Source: an optimization exercise on an open RTL-to-GDS flow (aim: small area). Production flows keep margins and buffers that such runs may drop. Where RTL was checked, it was by simulation tests only, not by an equivalence proof against the original. Function not checked in run 6: the RTL went through the layout flow alone. Power figures rest on the tool's default switching activity, not on a simulated workload.

==> design/flow/design.v <==
`timescale 1ns / 1ps
module D_FF(Clk  , reset, D    , Q);
    input D, Clk, reset;
    output reg Q;
    always @(posedge Clk or negedge reset)
        if (~reset)
            begin
                Q <= 1'b0;
            end 
        else
            begin
                Q <= D;
            end
endmodule 
`timescale 1ns / 1ps
module Register16b(Clk  ,     reset,      In,Out);
    input [15:0] In;
    input Clk, reset;
    output [15:0] Out;
    D_FF    DFF [15:0] (Clk  , reset, In    , Out);
endmodule
`timescale 1ns / 1ps
module Decoder_3to8(E     ,X        ,Z);
    input E;
    input [2:0] X;
    output [7:0] Z;
    and A0(Z[0],E,~X[2],~X[1],~X[0]);
    and A1(Z[1],E,~X[2],~X[1], X[0]);
    and A2(Z[2],E,~X[2], X[1],~X[0]);
    and A3(Z[3],E,~X[2], X[1], X[0]);
    and A4(Z[4],E, X[2],~X[1],~X[0]);
    and A5(Z[5],E, X[2],~X[1], X[0]);
    and A6(Z[6],E, X[2], X[1],~X[0]);
    and A7(Z[7],E, X[2], X[1], X[0]);
endmodule
`timescale 1ns / 1ps
module Decoder_4to16(E,X,Z);
    input E;
    input [3:0] X;
    output [15:0] Z;  
    not(X3not,X[3]);
    and(E1,X3not,E);
    and(E2,X[3],E);
    Decoder_3to8        DEC1        (E1     ,X[2:0]        ,Z[7:0]);
    Decoder_3to8        DEC2        (E2      ,X[2:0]        ,Z[15:8]);
endmodule
`timescale 1ns / 1ps
module Mux16bit_2to1(E     ,   S  , X1   , X0   , Z);
    input E, S;
    input [15:0] X1;
    input [15:0] X0;
    output [15:0] Z;
    wire Snot; 
    wire [15:0] A1;
    wire [15:0] A2; 
    not            n1(Snot,S);
    genvar i;
    generate
        for (i = 0; i < 16; i = i + 1) begin : bit_slice
            and a2  (A2[i],E,Snot,X0[i]);
            and a1  (A1[i],E,S,X1[i]);
            or  o1  (Z[i], A1[i], A2[i]);
        end
    endgenerate
endmodule
`timescale 1ns / 1ps
module Mux16bit_8to1(E     ,   S  , X0,X1,X2,X3,X4,X5,X6,X7, Z);
    input E;
    input [2:0] S;
    input [15:0] X0,X1,X2,X3,X4,X5,X6,X7;
    output [15:0] Z;
    wire [15:0] Z0,Z1, Z2, Z3, Z4,Z5;
    Mux16bit_2to1       MUX4        (E     ,   S[0]  , X1   , X0   , Z0); 
    Mux16bit_2to1       MUX3        (E     ,   S[0]  , X3   , X2   , Z1);
    Mux16bit_2to1       MUX2        (E     ,   S[0]  , X5   , X4   , Z2);     
    Mux16bit_2to1       MUX1        (E     ,   S[0]  , X7   , X6   , Z3);
    Mux16bit_2to1       MUX6        (E     ,   S[1]  , Z1   , Z0   , Z4);
    Mux16bit_2to1       MUX5        (E     ,   S[1]  , Z3   , Z2   , Z5);
    Mux16bit_2to1       MUX7        (E     ,   S[2]  , Z5   , Z4   , Z);        
endmodule
`timescale 1ns / 1ps
module Mux16bit_16to1(E,S,X0,X1,X2,X3,X4,X5,X6,X7,X8,X9,X10,X11,X12,X13,X14,X15,Z);
    input E;
    input [3:0] S;
    input [15:0] X0,X1,X2,X3,X4,X5,X6,X7,X8,X9,X10,X11,X12,X13,X14,X15;
    output [15:0] Z;
    wire [15:0] Z1, Z2;
    Mux16bit_8to1       MUX1        (E,S[2:0],X0,X1,X2,X3,X4,X5,X6,X7,Z1);
    Mux16bit_8to1       MUX2        (E,S[2:0],X8,X9,X10,X11,X12,X13,X14,X15,Z2);
    Mux16bit_2to1       MUX3        (E     ,   S[3]  ,  Z2  , Z1   , Z);    
endmodule
`timescale 1ns / 1ps
module Reg_File16b(A,B,C,Aaddr,Baddr,Caddr,Load,Clear,Clk);
    output [15:0] A,B;
    input [15:0] C;
    input [3:0] Aaddr,Baddr,Caddr;
    input Load,Clear,Clk;
    reg ready;
    always @(posedge Clk or negedge Clear)
        if (~Clear) ready <= 1'b0;
        else        ready <= 1'b1;
    wire [15:0] we = Load ? (16'h0001 << Caddr) : 16'h0000;
    wire [15:0] asel = ready ? (16'h0001 << Aaddr) : 16'h0000;
    wire [15:0] bsel = ready ? (16'h0001 << Baddr) : 16'h0000;
    wire [255:0] q;
    genvar i;
    generate
        for (i = 0; i < 16; i = i + 1) begin : r
            wire keep = ~we[i] & ready;
            wire [15:0] nd;
            reg  [15:0] d;
            genvar k;
            for (k = 0; k < 16; k = k + 1) begin : b
                Rf_Ao22 m (we[i], C[k], keep, d[k], nd[k]);
            end
            always @(posedge Clk)
                d <= nd;
            assign q[16*i +: 16] = d;
        end
        for (i = 0; i < 16; i = i + 1) begin : rd
            wire [15:0] col;
            genvar k;
            for (k = 0; k < 16; k = k + 1) begin : c
                assign col[k] = q[16*k + i];
            end
            Rf_Read16 ra (.s(asel), .d(col), .y(A[i]));
            Rf_Read16 rb (.s(bsel), .d(col), .y(B[i]));
        end
    endgenerate
endmodule
module Rf_Read16(s, d, y);
    input [15:0] s, d;
    output y;
    wire [5:0] t;
    Rf_Aoi222 g0 (s[0],  d[0],  s[1],  d[1],  s[2],  d[2],  t[0]);
    Rf_Aoi222 g1 (s[3],  d[3],  s[4],  d[4],  s[5],  d[5],  t[1]);
    Rf_Aoi222 g2 (s[6],  d[6],  s[7],  d[7],  s[8],  d[8],  t[2]);
    Rf_Aoi222 g3 (s[9],  d[9],  s[10], d[10], s[11], d[11], t[3]);
    Rf_Aoi222 g4 (s[12], d[12], s[13], d[13], s[14], d[14], t[4]);
    Rf_Nand2  g5 (s[15], d[15], t[5]);
    Rf_Nand6  g6 (t, y);
endmodule
module Rf_Aoi222(a1, a2, b1, b2, c1, c2, y);
    input a1, a2, b1, b2, c1, c2;
    output y;
    assign y = ~((a1 & a2) | (b1 & b2) | (c1 & c2));
endmodule
module Rf_Ao22(a1, a2, b1, b2, y);
    input a1, a2, b1, b2;
    output y;
    assign y = (a1 & a2) | (b1 & b2);
endmodule
module Rf_Nand2(a, b, y);
    input a, b;
    output y;
    assign y = ~(a & b);
endmodule
module Rf_Nand6(t, y);
    input [5:0] t;
    output y;
    assign y = ~(&t);
endmodule
==> design/flow/flow/run.sh <==
#!/bin/bash
# The standard layout (the standard.sh, unchanged synthesis), with two
# changes: port buffers use the smallest buffer, and the clock tree uses
# clkbuf_4 in clusters of at most 10 sinks within 40 um, without dummy
# balancing loads. ORFS writes each step's full log under orfs/logs/;
# make's own output goes to standard.log.
set -uo pipefail
bash standard.sh \
  'BUFFER_PORTS_ARGS=-buffer_cell sky130_fd_sc_hd__buf_1' \
  'CTS_ARGS=-sink_clustering_enable -repair_clock_nets -dont_use_dummy_load -buf_list sky130_fd_sc_hd__clkbuf_4 -sink_clustering_size 10 -sink_clustering_max_diameter 40' \
  finish > standard.log 2>&1
==> design/flow/standard.sh <==
#!/bin/bash
# synth_recipe.tcl (not shown) runs the flow's synth.tcl, then flattens the netlist and writes it again
# the make line also repeats each setting of config.mk as NAME=value (left out here)
make -C /OpenROAD-flow-scripts/flow DESIGN_CONFIG=/design/flow/config.mk WORK_HOME=/design/flow/orfs CLKGATE_MAP_FILE= SYNTH_SCRIPT=/design/flow/synth_recipe.tcl "${@:-finish}"
==> design/flow/config.mk <==
export PLATFORM = sky130hd
export DESIGN_NAME = Reg_File16b
export DESIGN_NICKNAME = Reg_File16b
export VERILOG_FILES = /design/flow/design.v
export SDC_FILE = /design/flow/constraint.sdc
export NUM_CORES = 4
export LEC_CHECK = 0
export CAP_MARGIN = 20
export CORE_MARGIN = 2
export CORE_UTILIZATION = 40
export SLEW_MARGIN = 20
export SYNTH_HIERARCHICAL = 1
==> design/flow/constraint.sdc <==
create_clock -name core_clock -period 5.0 [get_ports {Clk}]
set_input_delay 1.0000 -clock core_clock [delete_from_list [all_inputs] [get_ports {Clk}]]
set_output_delay 1.0000 -clock core_clock [all_outputs]
set_load 0.01 [all_outputs]
==> impl_metrics.yaml, run 1 <==
outcome:
  status: "complete, no violations"
cts:
  cts_resized: 0
  cts_tree: "done"
  clk_pin_slew_ps: 70
  numClockSinks: 257
  cts_setup_buffers: 0
  ctsHoldBuffers: 0
  clkLatencyLatePin_ps: 650
  cts_max_path_buffers: 3
  root_buffer: "clkbuf_4"
  numCtsBuffers: 37
  htree_levels: 2
power:
  power_uw: 3420
  peakVddDrop_v: 0.000157
  leakage_uw: 0.00395
  p_per_area_nw_per_um2: 299
critical_path:
  critPathKind: "reg -> out"
  rrSetupSlack_ps: 2820
  required_ps: 4000
  reg2reg_depth: 2
  end_kind: "primary output"
  arrival_ps: 3600
  worst_setup_path_start_kind: "flip-flop"
  cp_max_fo: 23
logic_synthesis:
  ys_seq_area_share_pct: 51.0
  synth_area_um2: 10100
  syn_avg_cell_area_um2: 11.7
  syn-num-nets: 897
  ys_ff_latch: 257
  syn_inst: 866
  ys_types: 27
  ys.warnings.count: 7
floorplanning:
  design.die.area_um2: 26600
  row_count: 58
  initial_core_util_pct: 40.5
  io_pins: 63
  die-width_um: 163
  die_h_um: 163
  core_um2: 25000
place:
  place_area_um2: 11200
  dp_hpwl_um: 26000
  port_buffers: 62
  gp_congestion: 0.901
worst_hold_path:
  min_path_type: "in -> async"
sta:
  setup_violations: 0
  setup_tns_ps: 0
  finalCriticalPeriod_ps: 4600
  whs_ps: 129
  hold_violations: 0
  drv_slew: 0
  skew_ps: 34.8
  rsz0062_at_grt: "false"
  relSlewSlack_pct: 21.8
  period_share_pct: 92.0
  tightestPinTransition_ps: 1170
  fmax_mhz: 217
cells_and_area:
  drive_gt1_share_pct: 10.9
  area_delta_synth_final_pct: 13.3
  finish.utilization_pct: 45.9
  finalInstanceArea_um2: 11400
  final_nets: 1037
route:
  routedWlPerCell_um: 30.7
  totalWireLength_um: 41100
  dr.pass1.iters: 13
  drc: 0
  drtIter0Drc: 2382
  via_count: 10071
  viasPerCell: 7.54
  route.antenna.remaining_nets: 0
global_routing:
  grt_max_degree: 24
  grt_overflow: 0
  grt_pass1_vias: 8755
  grt_pass1_wl_um: 58900
  track_usage_pct: 29.5
  antenna_found_initial: 4
job:
  maxCapViolCount: 0
Yosys stat by module, one instance, submodules excluded, excerpt:
module	cells	copies in the design	flip-flops and latches	area (µm²)
Rf_Ao22	1	256	0	8.76
Rf_Aoi222	1	160	0	10.0
Rf_Nand2	1	32	0	3.75
Reg_File16b	354	1	257	5700
Rf_Nand6	2	32	0	13.8
registers in the layout, indices dropped and copies added, names as in the netlist:
name	flops
r.d	256
ready	1
cells in the mapped netlist:
| cell type | count | area, µm² |
|---|---|---|
| a22o_1 | 256 | 2240 |
| dfxtp_1 | 256 | 5120 |
| a222oi_1 | 160 | 1600 |
| nand2_1 | 36 | 135 |
| nand3_1 | 35 | 175 |
| and4_1 | 32 | 280 |
| nor2_1 | 27 | 101 |
| nor3_1 | 14 | 70.1 |
| o21a_1 | 9 | 67.6 |
| nand2b_1 | 7 | 43.8 |
| a31oi_1 | 4 | 25.0 |
| buf_2 | 4 | 20.0 |
| nand3b_1 | 4 | 30.0 |
| inv_1 | 3 | 11.3 |
| nor2b_1 | 3 | 18.8 |
| o31a_1 | 3 | 26.3 |
| clkbuf_1 | 2 | 7.51 |
| nor4_1 | 2 | 12.5 |
| and3_1 | 1 | 6.26 |
| conb_1 | 1 | 3.75 |
| dfrtp_1 | 1 | 25.0 |
| nand3_2 | 1 | 10.0 |
| nand3b_2 | 1 | 11.3 |
| nand3b_4 | 1 | 20.0 |
| nor3_2 | 1 | 10.0 |
| nor3b_4 | 1 | 18.8 |
| or3b_1 | 1 | 8.76 |
area by class of cell:
type                            instances  area [µm²]
Fill cell                            2378       13500
Sequential cell                       257        5150
Multi-Input combinational cell        600        5020
Timing Repair Buffer                  107         571
Tap cell                              330         413
Clock buffer                           37         278
Inverter                                3        11.3
Antenna cell                            2        5.00
power by group:
group / leakage (µW) / internal [µW] / switching [µW]
clock network: 0.000170 / 342 / 689
logic: 0.00169 / 69.3 / 190
registers: 0.00208 / 2090 / 41.1
final timing paths:
kind,startpoint,endpoint
min in group core_clock,r[1].d[15],r[1].d[15]
max in group asynchronous,Clear,ready
min reg2reg,r[1].d[15],r[1].d[15]
max reg2reg,ready,r[14].d[2]
min,Clear,ready
max,ready,A[14]
logic make-up (layout without fill, tap and decap cells):
group | after synthesis | in the layout | share of synthesized area [%]
other | 1 | 3 | 0.0371
AOI/OAI and AO/OA | 432 | 432 | 39.2
buffers and inverters | 9 | 147 | 0.384
DFF | 257 | 257 | 51.0
and+or+nand+nor | 167 | 167 | 9.42
worst max-delay path, cell delays in order, from the launching register on:
cell      delay (ps)
dfrtp_1          940
nand2_1          330
nor3_2           730
buf_4            330
a222oi_1         110
and4_1           240
nand3_1          120
buf_1            170
layer usage:
metal | vias to the layer above | track usage (%) | wire [µm]
met3 | 107 | 5.78 | 5370
met5 | - | 0 | 10
met2 | 828 | 43.9 | 17600
met4 | 2 | 10.0 | 1160
li1 | 4201 | - | -
met1 | 4933 | 42.6 | 17000
layout by cell type (no fill, tap or decap), drive strengths merged:
master,n
a222oi,160
a22o,256
a31oi,4
and3,1
and4,32
buf,107
clkbuf,37
conb,1
dfrtp,1
dfxtp,256
diode,2
inv,3
nand2,36
nand2b,7
nand3,36
nand3b,6
nor2,27
nor2b,3
nor3,15
nor3b,1
nor4,2
o21a,9
o31a,3
or3b,1
per-stage QoR:
stage | worst slack [ps] | std cells
5_1_grt | 313 | 1336
4_1_cts | 489 | 1334
3_5_place_dp | 794 | 1297
6_report | 399 | 1336
2_1_floorplan | 991 | 866
3_3_place_gp | 889 | 1297
==> inputs of run 2 (changes only) <==
==> design/flow/flow/run.sh (replaced) <==
#!/bin/bash
# The standard layout (the standard.sh, unchanged synthesis), with these
# changes: port buffers use the smallest buffer; the resizer may change a
# gate's drive strength even where the stronger cell has a different
# footprint (MATCH_CELL_FOOTPRINT=0), so weak high-fanout drivers are
# upsized instead of buffered; and the clock tree uses clkbuf_4 in clusters
# of at most 10 sinks within 40 um, without dummy balancing loads.
# ORFS writes each step's full log under orfs/logs/; make's own output goes
# to standard.log.
set -uo pipefail
bash standard.sh \
  'MATCH_CELL_FOOTPRINT=0' \
  'BUFFER_PORTS_ARGS=-buffer_cell sky130_fd_sc_hd__buf_1' \
  'CTS_ARGS=-sink_clustering_enable -repair_clock_nets -dont_use_dummy_load -buf_list sky130_fd_sc_hd__clkbuf_4 -sink_clustering_size 10 -sink_clustering_max_diameter 40' \
  finish > standard.log 2>&1
==> impl_metrics.yaml, run 2 <==
outcome:
  status: "complete, no violations"
logic_synthesis:
  ys_types: 27
  synth_xor_area_share_pct: 0
  synth-adder-area-share_pct: 0
  synth_area_um2: 10100
  syn_inst: 866
  synth_top_family_by_area: "compound AO/OA/AOI/OAI gates"
  synth_top_cell_by_area: "dfxtp_1"
  synth_top_area_share_pct: 50.7
  synth_edf_count: 0
  ys.warnings.count: 7
  ys_ff_latch: 257
  synthMuxAreaShare_pct: 0
  async_flop_share_pct: 0.389
  synth_compound_area_share_pct: 39.2
  synthTopCellsByArea: "dfxtp_1 51%, a22o_1 22%, a222oi_1 16%"
  synthSimpleGateAreaFrac_pct: 9.42
  synth_top_cells_by_count: "256 x a22o_1, 256 x dfxtp_1, 160 x a222oi_1"
  synth-main-ff-cell: "dfxtp_1"
  ys_seq_area_share_pct: 51.0
  syn_avg_cell_area_um2: 11.7
  syn-num-nets: 897
route:
  route.antenna.remaining_nets: 0
  viasPerCell: 7.54
  totalWireLength_um: 41100
  drc: 0
  drtIter0Drc: 2382
  via_count: 10071
  routedWlPerCell_um: 30.7
  dr.pass1.iters: 13
power:
  clkPwrFrac_pct: 30.1
  p_int_uw: 2500
  p_switching_uw: 921
  sequentialPowerShare_pct: 62.3
  peakVddDrop_v: 0.000157
  combPwrFrac_pct: 7.6
  p_per_area_nw_per_um2: 299
  swShare_pct: 26.9
  leakage_uw: 0.00395
sta:
  finalCriticalPeriod_ps: 4600
  relSlewSlack_pct: 21.8
  rsz0062_at_grt: "false"
  hold_violations: 0
  fmax_mhz: 217
  drv_slew: 0
  setup_violations: 0
  setup_tns_ps: 0
  skew_ps: 34.8
  tightestPinTransition_ps: 1170
  period_share_pct: 92.0
place:
  gp_congestion: 0.901
  dp_hpwl_um: 26000
  port_buffers: 62
  place_area_um2: 11200
critical_path:
  crit_chain: "nand2_1 > nor3_2 > buf_4 > a222oi_1 > and4_1 > nand3_1 > buf_1"
  critPathKind: "reg -> out"
  worst_setup_path_start_kind: "flip-flop"
  end_kind: "primary output"
  arrival_ps: 3600
  required_ps: 4000
  max_stage_delay_ps: 940
  critPathSlowestCell: "dfrtp_1"
  cp_max_fo: 23
cells_and_area:
  final_cell_mix: "256 x a22o_1, 256 x dfxtp_1, 160 x a222oi_1"
  top_register: "r.d"
  drive_gt1_share_pct: 10.9
  largest_reg_flops: 256
  finalInstanceArea_um2: 11400
  area_delta_synth_final_pct: 13.3
  reg_top3: "r.d x256, ready x1"
  final_nets: 1037
global_routing:
  grt_pass1_vias: 8755
  track_usage_pct: 29.5
  grt_max_degree: 24
  grt_overflow: 0
  antenna_found_initial: 4
  grt_pass1_wl_um: 58900
cts:
  cts_tree: "done"
  cts_resized: 0
  numCtsBuffers: 37
  htree_levels: 2
  root_buffer: "clkbuf_4"
  cts_setup_buffers: 0
  clk_pin_slew_ps: 70
  cts_max_path_buffers: 3
  ctsHoldBuffers: 0
  numClockSinks: 257
  clkLatencyLatePin_ps: 650
floorplanning:
  initial_core_util_pct: 40.5
  die-width_um: 163
  design.die.area_um2: 26600
  io_pins: 63
  die_h_um: 163
  core_um2: 25000
  row_count: 58
job:
  maxCapViolCount: 0
worst_hold_path:
  min_path_type: "in -> async"
-- run 2: cell counts in the layout (fill, tap and decap cells not counted) --
Identical to the previous run, type by type.
-- run 2: worst max-delay path: cells and delay by family, from the launching register on --
family	cells	cell delay [ps]
simple gates	4	1420
buf+inv	2	500
flops	1	940
compound gates	1	110
-- run 2: worst paths after layout --
path	from	endpoint	slack [ps]	cells after the start
setup / recovery	ready	A[14]	400	7
hold / removal	Clear	ready	130	1
setup reg to reg	ready	r[14].d[2]	2820	2
hold reg to reg	r[1].d[15]	r[1].d[15]	510	1
max in group asynchronous	Clear	ready	4770	1
min in group core_clock	r[1].d[15]	r[1].d[15]	510	1
-- run 2: cells by family after synthesis --
group,Yosys count
AOI/OAI and AO/OA,432
DFF,257
and+or+nand+nor,167
buffers and inverters,9
other,1
-- run 2: per-layer routing --
| metal | track usage [%] | up-vias | wire, µm |
|---|---|---|---|
| met5 | 0 | - | 10 |
| met4 | 10.0 | 2 | 1160 |
| met3 | 5.78 | 107 | 5370 |
| met2 | 43.9 | 828 | 17600 |
| met1 | 42.6 | 4933 | 17000 |
| li1 | - | 4201 | - |
-- run 2: cell type report --
type | instances | area (µm²)
antenna | 2 | 5.00
fill | 2378 | 13500
timing repair buffer | 107 | 571
clock buffer | 37 | 278
tap | 330 | 413
inverter | 3 | 11.3
multi-input combinational | 600 | 5020
sequential | 257 | 5150
-- run 2: modules after synthesis, one instance, submodules excluded, a selection --
module       cells inside  copies in the design  flops+latches  cell area [µm²]
Rf_Aoi222               1                   160              0             10.0
Rf_Ao22                 1                   256              0             8.76
Rf_Nand2                1                    32              0             3.75
Rf_Nand6                2                    32              0             13.8
Reg_File16b           354                     1            257             5700
-- run 2: power groups by stage --
| stage | combinational, µW | sequential, µW | clock (µW) |
|---|---|---|---|
| floorplan | 120 | 2160 | 0 |
| global placement | 250 | 2180 | 0 |
| detailed placement | 251 | 2180 | 0 |
| CTS | 252 | 2130 | 1050 |
| global route | 269 | 2140 | 1120 |
| finish | 260 | 2130 | 1030 |
-- run 2: through the flow --
stage	util, %	worst slack, ps	cells	power (µW)	hold WS (ps)
2_1_floorplan	-	991	866	2280	460
3_3_place_gp	44.7	889	1297	2430	473
3_5_place_dp	44.7	794	1297	2430	479
4_1_cts	45.8	489	1334	3430	99.7
5_1_grt	45.9	313	1336	3530	108
6_report	45.9	399	1336	3420	129
==> inputs of run 3 (changes only) <==
--- a/design/flow/config.mk
+++ b/design/flow/config.mk
@@ -9,4 +9,5 @@
 export CORE_MARGIN = 2
 export CORE_UTILIZATION = 40
+export GPL_TIMING_DRIVEN = 0
 export SLEW_MARGIN = 20
 export SYNTH_HIERARCHICAL = 1
==> impl_metrics.yaml, run 3 <==
route:
  viasPerCell: 7.59
  route.antenna.remaining_nets: 0
  totalWireLength_um: 42200
  highest_layer: "met4"
  dr.pass1.iters: 13
  via_count: 10244
  wl_met1_um: 16900
  drc: 0
  met2_length_um: 17200
  routedWlPerCell_um: 31.3
  drtIter0Drc: 2456
  met3_wirelength_um: 5990
cts:
  clkLatencyLatePin_ps: 680
  cts_resized: 0
  ctsHoldBuffers: 0
  htree_levels: 2
  cts_setup_buffers: 0
  root_buffer: "clkbuf_4"
  numClockSinks: 257
  clk_pin_slew_ps: 100
  numCtsBuffers: 38
  cts_max_path_buffers: 3
  cts_tree: "done"
logic_synthesis:
  ys_ff_latch: 257
  syn_inst: 866
  syn-num-nets: 897
  synth_top_area_share_pct: 50.7
  ys.warnings.count: 7
  async_flop_share_pct: 0.389
  ys_seq_area_share_pct: 51.0
  synth_top_cells_by_count: "256 x a22o_1, 256 x dfxtp_1, 160 x a222oi_1"
  synth_top_cell_by_area: "dfxtp_1"
  ys_types: 27
  synth_area_um2: 10100
  synthTopCellsByArea: "dfxtp_1 51%, a22o_1 22%, a222oi_1 16%"
  synth_edf_count: 0
  syn_avg_cell_area_um2: 11.7
  synth-main-ff-cell: "dfxtp_1"
cells_and_area:
  drive_gt1_share_pct: 14.7
  largest_reg_flops: 256
  finalInstanceArea_um2: 11800
  final-instance-count-excl-fill: 1349
  reg_top3: "r.d x256, ready x1"
  top_register: "r.d"
  fillers: 2323
  area_delta_synth_final_pct: 16.8
  final_cell_mix: "256 x a22o_1, 256 x dfxtp_1, 160 x a222oi_1"
  final_nets: 1050
power:
  combPwrFrac_pct: 8.2
  clkPwrFrac_pct: 30.3
  p_per_area_nw_per_um2: 293
  peakVddDrop_v: 0.000117
  swShare_pct: 27.2
  sequentialPowerShare_pct: 61.5
  leakage_uw: 0.00405
  p_switching_uw: 942
  p_int_uw: 2520
place:
  dp_hpwl_um: 27900
  place_area_um2: 11500
  dp_cells: 1309
  port_buffers: 61
  gp_congestion: 0.884
sta:
  rsz0062_at_grt: "false"
  fmax_mhz: 228
  period_share_pct: 87.5
  skew_ps: 44.5
  relSlewSlack_pct: 31.6
  drv_slew: 0
  setup_violations: 0
  hold_violations: 0
  tightestPinTransition_ps: 1030
  whs_ps: 106
  finalCriticalPeriod_ps: 4380
global_routing:
  grt_pass1_wl_um: 60400
  antenna_found_initial: 2
  grt_overflow: 0
  grt_pass1_vias: 9309
  track_usage_pct: 30.5
  grt_max_degree: 17
critical_path:
  required_ps: 4000
  cp_max_fo: 11
  reg2reg_depth: 3
  critPathKind: "in -> out"
  worst_setup_path_start_kind: "primary input"
  arrival_ps: 3380
  end_kind: "primary output"
floorplanning:
  initial_core_util_pct: 40.5
  die-width_um: 163
  die_h_um: 163
  io_pins: 63
  design.die.area_um2: 26600
  core_um2: 25000
  row_count: 58
job:
  maxCapViolCount: 0
worst_hold_path:
  min_path_type: "in -> async"
outcome:
  status: "complete, no violations"
## run 3: metrics by stage
stage | power, µW | utilization, % | TNS, ps | worst slack [ps]
global route | 3560 | 47.3 | 0 | 596
floorplan | 2280 | - | 0 | 991
CTS | 3460 | 47.3 | 0 | 740
finish | 3460 | 47.3 | 0 | 623
detailed placement | 2450 | 46.1 | 0 | 751
global placement | 2410 | 43.1 | -28030 | -1470
## run 3: Yosys stat by module (local to each module, per instance), a selection
module	cell area, µm²	times used
Rf_Ao22	8.76	256
Reg_File16b	5700	1
Rf_Aoi222	10.0	160
Rf_Nand6	13.8	32
Rf_Nand2	3.75	32
## run 3: power groups by stage
stage                     registers (µW)  clock network, µW  logic (µW)
after floorplan                     2160                  0         120
after global placement              2170                  0         241
after detailed placement            2170                  0         272
after CTS                           2130               1060         273
after global routing                2130               1140         291
final                               2130               1050         284
## run 3: cell families after synthesis
family,share of synthesized area [%]
simple gates,9.42
flops,51.0
other cells,0.0371
compound gates,39.2
buf+inv,0.384
## run 3: worst paths after layout
| check | startpoint | end | slack, ps |
|---|---|---|---|
| setup / recovery | Aaddr[1] | A[3] | 620 |
| hold / removal | Clear | ready | 110 |
| setup reg to reg | ready | r[6].d[6] | 2890 |
| hold reg to reg | r[9].d[2] | r[9].d[2] | 500 |
| max in group asynchronous | Clear | ready | 4800 |
| min in group core_clock | r[9].d[2] | r[9].d[2] | 500 |
## run 3: area by class of cell
cell class / count / area (µm²) / share of cell area (%)
inverters: 3 / 11.3 / 0.0954
well taps: 330 / 413 / 3.50
repair buffers: 113 / 803 / 6.81
plain buffers: 6 / 27.5 / 0.233
multi-input cells: 600 / 5110 / 43.3
clock buffers: 38 / 285 / 2.42
diodes: 2 / 5.00 / 0.0424
flip-flops and latches: 257 / 5150 / 43.6
## run 3: routing by layer
| layer | GRT usage [%] | up-vias |
|---|---|---|
| met5 | 0 | - |
| met4 | 13.4 | 0 |
| met3 | 7.97 | 159 |
| met2 | 44.0 | 888 |
| met1 | 42.8 | 4967 |
| li1 | - | 4230 |
## run 3: critical path, stage by stage
cell and delay [ps]:
buf_1 170, clkbuf_1 510, nand3b_1 240, nor2_2 490
buf_8 240, a222oi_1 80, and4_1 290, nand3_1 160
buf_1 190
==> inputs of run 4 (changes only) <==
--- a/design/flow/flow/run.sh
+++ b/design/flow/flow/run.sh
@@ -4,5 +4,6 @@
 # gate's drive strength even where the stronger cell has a different
 # footprint (MATCH_CELL_FOOTPRINT=0), so weak high-fanout drivers are
-# upsized instead of buffered; and the clock tree uses clkbuf_4 in clusters
+# upsized instead of buffered; timing-driven global placement keeps none
+# of its trial repairs (GPL_KEEP_OVERFLOW=0); and the clock tree uses clkbuf_4 in clusters
 # of at most 10 sinks within 40 um, without dummy balancing loads.
 # ORFS writes each step's full log under orfs/logs/; make's own output goes
@@ -11,4 +12,5 @@
 bash standard.sh \
   'MATCH_CELL_FOOTPRINT=0' \
+  'GPL_KEEP_OVERFLOW=0' \
   'BUFFER_PORTS_ARGS=-buffer_cell sky130_fd_sc_hd__buf_1' \
   'CTS_ARGS=-sink_clustering_enable -repair_clock_nets -dont_use_dummy_load -buf_list sky130_fd_sc_hd__clkbuf_4 -sink_clustering_size 10 -sink_clustering_max_diameter 40' \
--- a/design/flow/config.mk
+++ b/design/flow/config.mk
@@ -9,5 +9,4 @@
 export CORE_MARGIN = 2
 export CORE_UTILIZATION = 40
-export GPL_TIMING_DRIVEN = 0
 export SLEW_MARGIN = 20
 export SYNTH_HIERARCHICAL = 1
==> impl_metrics.yaml, run 4 <==
outcome:
  status: "complete, no violations"
route:
  routedWlPerCell_um: 31.2
  met3_wirelength_um: 5040
  viasPerCell: 7.44
  via_count: 10003
  met2_length_um: 18800
  route.antenna.remaining_nets: 0
  wl_met1_um: 16300
  dr.pass1.iters: 12
  drc: 0
  drtIter0Drc: 2501
  totalWireLength_um: 42000
  highest_layer: "met4"
cells_and_area:
  top_register: "r.d"
  final_nets: 1044
  drive_gt1_share_pct: 14.2
  largest_reg_flops: 256
  final_cell_mix: "256 x a22o_1, 256 x dfxtp_1, 160 x a222oi_1"
  reg_top3: "r.d x256, ready x1"
  final-instance-count-excl-fill: 1344
  fillers: 2337
  area_delta_synth_final_pct: 16.5
critical_path:
  end_kind: "primary output"
  crit_chain: "nand3b_1 > nor3_2 > buf_4 > a222oi_1 > and4_1 > nand3_1 > buf_1"
  critPathSlowestCell: "dfrtp_1"
  worst_setup_path_start_kind: "flip-flop"
  arrival_ps: 3830
  required_ps: 4000
  max_stage_delay_ps: 910
  cp_max_fo: 23
  path_buf_inv: 2
  crit_family: "simple AND/OR/NAND/NOR gates"
  critPathKind: "reg -> out"
logic_synthesis:
  synth_area_um2: 10100
  ys_ff_latch: 257
  ys.warnings.count: 7
  syn-num-nets: 897
  synth_edf_count: 0
  synth_top_area_share_pct: 50.7
  ys_types: 27
  ys_seq_area_share_pct: 51.0
  synth_top_cells_by_count: "256 x a22o_1, 256 x dfxtp_1, 160 x a222oi_1"
  syn_inst: 866
  synthTopCellsByArea: "dfxtp_1 51%, a22o_1 22%, a222oi_1 16%"
  syn_avg_cell_area_um2: 11.7
  async_flop_share_pct: 0.389
  synth-main-ff-cell: "dfxtp_1"
  synth_top_cell_by_area: "dfxtp_1"
cts:
  cts_tree: "done"
  clkLatencyLatePin_ps: 660
  root_buffer: "clkbuf_4"
  cts_max_path_buffers: 3
  numClockSinks: 257
  htree_levels: 2
  cts_setup_buffers: 0
  clk_pin_slew_ps: 110
  ctsHoldBuffers: 0
  cts_resized: 0
  numCtsBuffers: 37
sta:
  drv_slew: 0
  fin_ws_ps: 171
  finalCriticalPeriod_ps: 4830
  period_share_pct: 96.6
  tightestPinTransition_ps: 994
  hold_violations: 0
  setup_violations: 0
  relSlewSlack_pct: 33.7
  fmax_mhz: 207
  skew_ps: 53.2
  rsz0062_at_grt: "false"
floorplanning:
  core_um2: 25000
  design.die.area_um2: 26600
  row_count: 58
  die-width_um: 163
  initial_core_util_pct: 40.5
  die_h_um: 163
  io_pins: 63
global_routing:
  grt_overflow: 0
  grt_pass1_vias: 9180
  antenna_found_initial: 3
  grt_max_degree: 24
  grt_pass1_wl_um: 61000
  track_usage_pct: 30.7
power:
  peakVddDrop_v: 0.000133
  leakage_uw: 0.00403
  p_per_area_nw_per_um2: 293
place:
  dp_slack_ps: 616
  port_buffers: 62
  gp_congestion: 0.896
  dp_hpwl_um: 28700
  dp_cells: 1304
job:
  maxCapViolCount: 0
worst_hold_path:
  min_path_type: "in -> async"
-- run 4: cell counts after synthesis --
No cell type changed its count.
-- run 4: worst paths after layout --
kind / startpoint / endpoint / slack, ps / depth (start not counted)
worst max-delay path: ready / B[1] / 170 / 7
worst min-delay path: Clear / ready / 80 / 1
worst max register to register: ready / r[12].d[1] / 2830 / 2
worst min register to register: r[2].d[9] / r[2].d[9] / 500 / 1
max in group asynchronous: Clear / ready / 4820 / 1
min in group core_clock: r[2].d[9] / r[2].d[9] / 500 / 1
-- run 4: through the flow --
| stage | area (µm²) | total power, µW | hold WS, ps | util, % | TNS, ps |
|---|---|---|---|---|---|
| final | 11800 | 3450 | 80.1 | 47.2 | 0 |
| after floorplan | 10100 | 2280 | 460 | - | 0 |
| after detailed placement | 11500 | 2440 | 479 | 46.0 | 0 |
| after global routing | 11800 | 3570 | 52.0 | 47.2 | 0 |
| after global placement | 10700 | 2410 | 475 | 43.0 | -24050 |
| after CTS | 11800 | 3460 | 62.1 | 47.2 | 0 |
-- run 4: power breakdown --
| group | switching [µW] | internal [µW] |
|---|---|---|
| Sequential | 41.6 | 2090 |
| Clock | 704 | 341 |
| Combinational | 198 | 77.0 |
-- run 4: layer usage --
layer	global-route usage [%]	up-vias
met5	0	-
met4	13.4	0
met3	6.80	129
met2	48.2	767
met1	40.7	4882
li1	-	4225
-- run 4: per-module statistics from Yosys (local to each module, per instance), excerpt --
module,flops+latches,times used
Rf_Aoi222,0,160
Rf_Nand2,0,32
Rf_Ao22,0,256
Reg_File16b,257,1
Rf_Nand6,0,32
-- run 4: cells by family after synthesis --
family	count (synthesis)	synth area share, %
flip-flops	257	51.0
AO/OA/AOI/OAI	432	39.2
other	1	0.0371
buffers and inverters	9	0.384
AND/OR/NAND/NOR	167	9.42
-- run 4: final cells by class --
type                       instances  area (µm²)  area share (%)
antenna                            3        7.51          0.0637
clock buffer                      37         278            2.36
inverter                           3        11.3          0.0956
multi-input combinational        600        5110            43.4
sequential                       257        5150            43.7
tap                              330         413            3.51
timing repair buffer             114         812            6.89
==> inputs of run 5 (changes only) <==
==> design/flow/flow/run.sh (replaced) <==
#!/bin/bash
# The standard layout (the standard.sh, unchanged synthesis), with these
# changes: port buffers use the smallest buffer; the resizer may change a
# gate's drive strength even where the stronger cell has a different
# footprint (MATCH_CELL_FOOTPRINT=0), so weak high-fanout drivers are
# upsized instead of buffered; and the clock tree uses clkbuf_4 in clusters
# of at most 10 sinks within 50 um, without dummy balancing loads.
# ORFS writes each step's full log under orfs/logs/; make's own output goes
# to standard.log.
set -uo pipefail
bash standard.sh \
  'MATCH_CELL_FOOTPRINT=0' \
  'BUFFER_PORTS_ARGS=-buffer_cell sky130_fd_sc_hd__buf_1' \
  'CTS_ARGS=-sink_clustering_enable -repair_clock_nets -dont_use_dummy_load -buf_list sky130_fd_sc_hd__clkbuf_4 -sink_clustering_size 10 -sink_clustering_max_diameter 50' \
  finish > standard.log 2>&1
==> impl_metrics.yaml, run 5 <==
outcome:
  status: "complete, no violations"
sta:
  fmax_mhz: 213
  finalCriticalPeriod_ps: 4700
  relSlewSlack_pct: 24.6
  hold_violations: 0
  tightestPinTransition_ps: 1130
  period_share_pct: 94.1
  drv_slew: 0
  rsz0062_at_grt: "false"
  skew_ps: 68.9
  setup_tns_ps: 0
  setup_violations: 0
logic_synthesis:
  syn_inst: 866
  synth_top_cells_by_count: "256 x a22o_1, 256 x dfxtp_1, 160 x a222oi_1"
  synth_edf_count: 0
  ys_ff_latch: 257
  synthTopCellsByArea: "dfxtp_1 51%, a22o_1 22%, a222oi_1 16%"
  synth_top_cell_by_area: "dfxtp_1"
  synth-main-ff-cell: "dfxtp_1"
  synth_top_area_share_pct: 50.7
  synth_area_um2: 10100
  syn_avg_cell_area_um2: 11.7
  ys_types: 27
  syn-num-nets: 897
  ys_seq_area_share_pct: 51.0
  async_flop_share_pct: 0.389
  ys.warnings.count: 7
power:
  peakVddDrop_v: 0.000184
  power_uw: 3340
  p_per_area_nw_per_um2: 293
  leakage_uw: 0.00392
cells_and_area:
  seq_area_um2: 5150
  top_register: "r.d"
  reg_top3: "r.d x256, ready x1"
  largest_reg_flops: 256
  fillers: 2375
  area_delta_synth_final_pct: 12.9
  final-instance-count-excl-fill: 1331
  multiInputGateArea_um2: 5020
  final_nets: 1031
  drive_gt1_share_pct: 10.2
  final_cell_mix: "256 x a22o_1, 256 x dfxtp_1, 160 x a222oi_1"
  finalInstanceArea_um2: 11400
critical_path:
  arrival_ps: 3700
  crit_chain: "nand2_1 > nor3_2 > buf_4 > a222oi_1 > and4_1 > nand3_1 > buf_1"
  end_kind: "primary output"
  required_ps: 4000
  rrSetupSlack_ps: 2770
  crit_family: "simple AND/OR/NAND/NOR gates"
  path_buf_inv: 2
  cp_max_fo: 23
  worst_setup_path_start_kind: "flip-flop"
  critPathSlowestCell: "dfrtp_1"
  critPathKind: "reg -> out"
  max_stage_delay_ps: 940
floorplanning:
  core_um2: 25000
  io_pins: 63
  design.die.area_um2: 26600
  initial_core_util_pct: 40.5
  die_h_um: 163
  die-width_um: 163
  row_count: 58
place:
  dp_hpwl_um: 26000
  gp_congestion: 0.901
  dp_cells: 1297
  place_area_um2: 11200
  port_buffers: 62
worst_hold_path:
  min_path_type: "reg -> reg"
global_routing:
  antenna_found_initial: 3
  grt_overflow: 0
  grt_max_degree: 24
  track_usage_pct: 29.3
  grt_pass1_vias: 8726
  grt_pass1_wl_um: 58700
job:
  maxCapViolCount: 0
route:
  route.antenna.remaining_nets: 0
  drtIter0Drc: 2653
  viasPerCell: 7.51
  drc: 0
  dr.pass1.iters: 11
  totalWireLength_um: 40900
  via_count: 9990
  routedWlPerCell_um: 30.7
cts:
  cts_tree: "done"
  root_buffer: "clkbuf_4"
  htree_levels: 1
  clk_pin_slew_ps: 120
  clkLatencyLatePin_ps: 730
  cts_resized: 0
  ctsHoldBuffers: 1
  numCtsBuffers: 30
  cts_setup_buffers: 0
  cts_max_path_buffers: 3
  numClockSinks: 257
==> run 5: worst register-to-register path, cell delays in order, from the launching register on <==
cell     delay, ps
dfrtp_1        940
o21a_1         900
a22o_1         250
==> run 5: cell type report <==
| type | count | share of cell area (%) |
|---|---|---|
| inverter | 3 | 0.0987 |
| timing repair buffer | 108 | 5.09 |
| multi-input combinational | 600 | 44.0 |
| clock buffer | 30 | 1.97 |
| antenna | 3 | 0.0658 |
| tap | 330 | 3.62 |
| sequential | 257 | 45.1 |
==> run 5: kinds of logic after synthesis <==
| group | count (synthesis) | share of synthesized area (%) |
|---|---|---|
| AO/OA/AOI/OAI | 432 | 39.2 |
| buffers and inverters | 9 | 0.384 |
| flip-flops | 257 | 51.0 |
| other | 1 | 0.0371 |
| AND/OR/NAND/NOR | 167 | 9.42 |
==> run 5: final timing paths <==
kind / start / endpoint / depth (start not counted)
worst max-delay path: ready / A[14] / 7
worst min-delay path: r[1].d[11] / r[1].d[11] / 1
worst max register to register: ready / r[5].d[11] / 2
worst min register to register: r[1].d[11] / r[1].d[11] / 1
max in group asynchronous: Clear / ready / 2
min in group asynchronous: Clear / ready / 2
==> run 5: routing by layer <==
| layer | vias up | GRT usage [%] | wire length, µm |
|---|---|---|---|
| met4 | 0 | 10.3 | 997 |
| met1 | 4917 | 42.6 | 17300 |
| met5 | - | 0 | 0 |
| met3 | 85 | 5.17 | 5140 |
| met2 | 793 | 43.5 | 17500 |
| li1 | 4195 | - | - |
==> run 5: metrics by stage <==
stage	utilization [%]	hold WS [ps]	setup WS [ps]
2_1_floorplan	-	460	991
3_3_place_gp	44.7	473	889
3_5_place_dp	44.7	479	794
4_1_cts	45.7	502	358
5_1_grt	45.7	512	158
6_report	45.7	504	297
==> run 5: report_power, final <==
| group | internal, µW | switching (µW) | leakage [µW] |
|---|---|---|---|
| sequential | 2090 | 40.9 | 0.00208 |
| combinational | 69.8 | 190 | 0.00170 |
| clock | 274 | 676 | 0.000138 |
| total | 2440 | 907 | 0.00392 |
==> run 5: per-module statistics from Yosys, one instance, submodules excluded, a selection <==
module       copies in the design  flip-flops and latches  cells inside
Rf_Aoi222                     160                       0             1
Rf_Nand2                       32                       0             1
Rf_Ao22                       256                       0             1
Reg_File16b                     1                     257           354
Rf_Nand6                       32                       0             2
==> inputs of run 6 (changes only) <==
--- a/design/flow/design.v
+++ b/design/flow/design.v
@@ -96,21 +96,30 @@
     input [3:0] Aaddr,Baddr,Caddr;
     input Load,Clear,Clk;
-    reg ready;
+    reg  [15:0] valid;
+    wire [15:0] we, keep, vnext, asel, bsel;
+    wire [3:0] wlo, whi, alo, ahi, blo, bhi;
+    Rf_Pre2 pwl (Load, Caddr[1:0], wlo);
+    Rf_Dec2 pwh (Caddr[3:2], whi);
+    Rf_Dec2 pal (Aaddr[1:0], alo);
+    Rf_Dec2 pah (Aaddr[3:2], ahi);
+    Rf_Dec2 pbl (Baddr[1:0], blo);
+    Rf_Dec2 pbh (Baddr[3:2], bhi);
     always @(posedge Clk or negedge Clear)
-        if (~Clear) ready <= 1'b0;
-        else        ready <= 1'b1;
-    wire [15:0] we = Load ? (16'h0001 << Caddr) : 16'h0000;
-    wire [15:0] asel = ready ? (16'h0001 << Aaddr) : 16'h0000;
-    wire [15:0] bsel = ready ? (16'h0001 << Baddr) : 16'h0000;
+        if (~Clear) valid <= 16'h0000;
+        else        valid <= vnext;
     wire [255:0] q;
     genvar i;
     generate
         for (i = 0; i < 16; i = i + 1) begin : r
-            wire keep = ~we[i] & ready;
+            Rf_And2   gw (wlo[i%4], whi[i/4], we[i]);
+            Rf_AndNot gk (we[i], valid[i], keep[i]);
+            Rf_Or2    gv (we[i], valid[i], vnext[i]);
+            Rf_And3   ga (alo[i%4], ahi[i/4], valid[i], asel[i]);
+            Rf_And3   gb (blo[i%4], bhi[i/4], valid[i], bsel[i]);
             wire [15:0] nd;
             reg  [15:0] d;
             genvar k;
             for (k = 0; k < 16; k = k + 1) begin : b
-                Rf_Ao22 m (we[i], C[k], keep, d[k], nd[k]);
+                Rf_Ao22 m (we[i], C[k], keep[i], d[k], nd[k]);
             end
             always @(posedge Clk)
@@ -146,4 +155,35 @@
     assign y = ~((a1 & a2) | (b1 & b2) | (c1 & c2));
 endmodule
+module Rf_Pre2(e, a, y);
+    input e;
+    input [1:0] a;
+    output [3:0] y;
+    assign y = e ? (4'b0001 << a) : 4'b0000;
+endmodule
+module Rf_Dec2(a, y);
+    input [1:0] a;
+    output [3:0] y;
+    assign y = 4'b0001 << a;
+endmodule
+module Rf_And2(a, b, y);
+    input a, b;
+    output y;
+    assign y = a & b;
+endmodule
+module Rf_And3(a, b, c, y);
+    input a, b, c;
+    output y;
+    assign y = a & b & c;
+endmodule
+module Rf_AndNot(a, b, y);
+    input a, b;
+    output y;
+    assign y = ~a & b;
+endmodule
+module Rf_Or2(a, b, y);
+    input a, b;
+    output y;
+    assign y = a | b;
+endmodule
 module Rf_Ao22(a1, a2, b1, b2, y);
     input a1, a2, b1, b2;
==> design/flow/flow/run.sh (replaced) <==
#!/bin/bash
# The standard layout (standard.sh) with these changes:
#  - synthesis is the standard flow's own script (synth_recipe.tcl, ORFS synth.tcl) except
#    that ABC's last buffering and gate-sizing commands are dropped, so small
#    gates keep their smallest size; the placer's repair resizes where needed.
#    Registers are mapped before ABC runs, so they are exactly the standard
#    synthesis's.
#  - port buffers use the smallest buffer;
#  - the clock tree uses clkbuf_4 in clusters of at most 10 sinks within
#    40 um, without dummy balancing loads.
# ORFS writes each step's full log under orfs/logs/; make's own output goes
# to standard.log.
set -uo pipefail
W=$PWD
sed -e '/^buffer -c$/d;/^topo$/d;/^stime -c$/d;/^upsize -c$/d;/^dnsize -c$/d' \
  "$FLOW_HOME/scripts/abc_speed.script" > "$W/abc_noup.script"
grep -q 'log_cmd abc {\*}$abc_args' "$FLOW_HOME/scripts/synth.tcl" || { echo "abc call not found" >&2; exit 1; }
sed -e "s#log_cmd abc {\*}\$abc_args#log_cmd abc {*}[lreplace \$abc_args 1 1 $W/abc_noup.script]#" \
  "$FLOW_HOME/scripts/synth.tcl" > "$W/synth_noup.tcl"
sed -e "s#source \$::env(SCRIPTS_DIR)/synth.tcl#source $W/synth_noup.tcl#" \
  "$W/synth_recipe.tcl" > "$W/my_synth.tcl"
grep -q synth_noup "$W/my_synth.tcl" || { echo "synth.tcl source line not found" >&2; exit 1; }
bash standard.sh \
  "SYNTH_SCRIPT=$W/my_synth.tcl" \
  'BUFFER_PORTS_ARGS=-buffer_cell sky130_fd_sc_hd__buf_1' \
  'CTS_ARGS=-sink_clustering_enable -repair_clock_nets -dont_use_dummy_load -buf_list sky130_fd_sc_hd__clkbuf_4 -sink_clustering_size 10 -sink_clustering_max_diameter 40' \
  finish > standard.log 2>&1
==> impl_metrics.yaml, run 6 <==
cells_and_area:
  final_cell_mix: "256 x a22o_1, 256 x dfxtp_1, 160 x a222oi_1"
  largest_reg_flops: 256
  drive_gt1_share_pct: 8.98
  final-instance-count-excl-fill: 1372
  final_nets: 1069
  reg_top3: "r.d x256, valid x16"
  finish.utilization_pct: 45.8
  top_register: "r.d"
  area_delta_synth_final_pct: 12.4
power:
  p_switching_uw: 1300
  clkPwrFrac_pct: 26.6
  p_int_uw: 2900
  p_per_area_nw_per_um2: 354
  swShare_pct: 31.0
  leakage_uw: 0.00434
  peakVddDrop_v: 0.000192
  combPwrFrac_pct: 14.2
  sequentialPowerShare_pct: 59.2
sta:
  rsz0062_at_grt: "false"
  setup_violations: 0
  tightestPinTransition_ps: 1200
  finalCriticalPeriod_ps: 4020
  period_share_pct: 80.4
  setup_tns_ps: 0
  fmax_mhz: 249
  skew_ps: 69.4
  hold_violations: 0
  drv_slew: 0
  relSlewSlack_pct: 19.7
cts:
  clkLatencyLatePin_ps: 700
  cts_resized: 0
  root_buffer: "clkbuf_4"
  numClockSinks: 272
  numCtsBuffers: 40
  cts_max_path_buffers: 3
  ctsHoldBuffers: 0
  cts_setup_buffers: 0
  cts_tree: "done"
  clk_pin_slew_ps: 90
  htree_levels: 2
global_routing:
  track_usage_pct: 29.5
  grt_pass1_wl_um: 62600
  antenna_found_initial: 1
  grt_max_degree: 19
  grt_pass1_vias: 9622
  grt_overflow: 0
route:
  drc: 0
  drtIter0Drc: 2470
  dr.pass1.iters: 14
  totalWireLength_um: 42700
  routedWlPerCell_um: 31.1
  route.antenna.remaining_nets: 0
  viasPerCell: 7.47
  via_count: 10245
place:
  port_buffers: 62
  dp_hpwl_um: 26700
  gp_congestion: 0.894
  dp_cells: 1331
critical_path:
  end_kind: "primary output"
  critPathKind: "in -> out"
  arrival_ps: 3020
  required_ps: 4000
  worst_setup_path_start_kind: "primary input"
  cp_max_fo: 16
logic_synthesis:
  synth_area_um2: 10600
  ys_ff_latch: 272
  synthTopCellsByArea: "dfxtp_1 48%, a22o_1 21%, a222oi_1 15%"
  syn-num-nets: 919
  synth_top_cells_by_count: "256 x a22o_1, 256 x dfxtp_1, 160 x a222oi_1"
  synth_top_area_share_pct: 48.5
  synth_edf_count: 0
  synth-main-ff-cell: "dfxtp_1"
  syn_avg_cell_area_um2: 11.9
  ys_types: 14
  ys.warnings.count: 7
  syn_inst: 888
  async_flop_share_pct: 5.88
  synth_top_cell_by_area: "dfxtp_1"
  ys_seq_area_share_pct: 52.3
floorplanning:
  row_count: 59
  io_pins: 63
  initial_core_util_pct: 40.7
  die_h_um: 167
  core_um2: 26000
  die-width_um: 167
  design.die.area_um2: 27800
job:
  maxCapViolCount: 0
outcome:
  status: "complete, no violations"
worst_hold_path:
  min_path_type: "in -> async"
## run 6: logic make-up (layout without fill, tap and decap cells)
kind of cell,count (synthesis),count (layout),synth area share [%]
buffers and inverters,0,148,0
AOI/OAI and AO/OA,416,416,36.4
other,0,1,0
DFF,272,272,52.3
and+or+nand+nor,200,200,11.4
## run 6: Yosys stat by module, one instance, submodules excluded, a selection
module | flops+latches | area (µm²) | cells
Rf_Nand6 | 0 | 13.8 | 2
Rf_Ao22 | 0 | 8.76 | 1
Rf_And2 | 0 | 6.26 | 1
Rf_Pre2 | 0 | 31.3 | 4
Rf_AndNot | 0 | 6.26 | 1
Rf_Dec2 | 0 | 22.5 | 4
Rf_Or2 | 0 | 6.26 | 1
Rf_And3 | 0 | 6.26 | 1
Rf_Nand2 | 0 | 3.75 | 1
Reg_File16b | 272 | 5530 | 272
Rf_Aoi222 | 0 | 10.0 | 1
## run 6: power by group through the flow
stage          logic (µW)  registers (µW)  clock network (µW)
2_1_floorplan         307            2480                   0
3_3_place_gp          571            2520                   0
3_5_place_dp          581            2530                   0
4_1_cts               583            2480                1120
5_1_grt               623            2510                1220
6_report              598            2490                1120
## run 6: path summary, 6_finish.rpt
| kind | startpoint | endpoint | slack (ps) | cells past startpoint |
|---|---|---|---|---|
| setup / recovery | Baddr[2] | B[5] | 980 | 7 |
| hold reg to reg | r[9].d[4] | r[9].d[4] | 500 | 1 |
| hold / removal | Clear | valid[0] | 260 | 1 |
| setup reg to reg | valid[11] | r[11].d[4] | 3160 | 3 |
| max in group asynchronous | Clear | valid[13] | 4360 | 1 |
| min in group core_clock | r[9].d[4] | r[9].d[4] | 500 | 1 |
## run 6: routing by layer
layer  GRT usage, %  share of wire (%)  up-vias
li1               -                  -     4283
met1           40.9                 40     4920
met2           42.9                 42      886
met3           6.44                 13      156
met4           15.5                4.7        0
met5              0                  0        -
## run 6: per-stage QoR
stage	area [µm²]	hold WS, ps	total power (µW)	worst slack [ps]
floorplan	10600	460	2790	1910
global placement	11600	472	3100	1170
detailed placement	11600	478	3110	1140
CTS	11900	499	4180	1140
global route	11900	273	4350	914
finish	11900	259	4210	979
## run 6: cell type report
class                      instances  area [µm²]
fill                            2462       14100
sequential                       272        5530
multi-input combinational        616        5060
tap                              335         419
clock buffer                      40         300
antenna                            1        2.50
timing repair buffer             108         579
## run 6: critical path, cell delays in order
cell and delay (ps):
buf_1 100, and2_0 210, and3_1 400, a222oi_1 730, and4_1 330, nand3_1 90, buf_1 160

## port drivers added, routing unchanged
How much do the figures lean on ideal ports? The routed layouts below were timed once more, with nothing changed but the port constraints.
Step 1 sets driving cells, clkbuf_16 on the clock port and buf_2 on the other inputs (assumed; they add their load-dependent delay and slew).
Step 2 times the ports against the registers' clock, not the clock port: input delays grow and output delays shrink by t, the midpoint of the rising clock arrivals with the driver on.
a / b / c = no drivers / after step 1 / after step 2; a / b = the first two.
run | t, ns | setup WS [ns] | worst register clock-pin slew, ns
run 1 | 0.673 | 0.399 / 0.354 / 0.645 | 0.12 / 0.12
run 2 | 0.673 | 0.399 / 0.354 / 0.645 | 0.12 / 0.12
run 3 | 0.676 | 0.623 / 0.557 / 0.557 | 0.11 / 0.11
run 4 | 0.682 | 0.171 / 0.125 / 0.349 | 0.11 / 0.11
run 5 | 0.746 | 0.297 / 0.251 / 0.639 | 0.12 / 0.12
run 6 | 0.703 | 0.979 / 0.959 / 0.959 | 0.11 / 0.11
After both steps setup and hold are still met in every run listed. The setup slack of run 3, which loses most, moves by -0.066 ns with the drivers and by -0.066 ns with both steps.
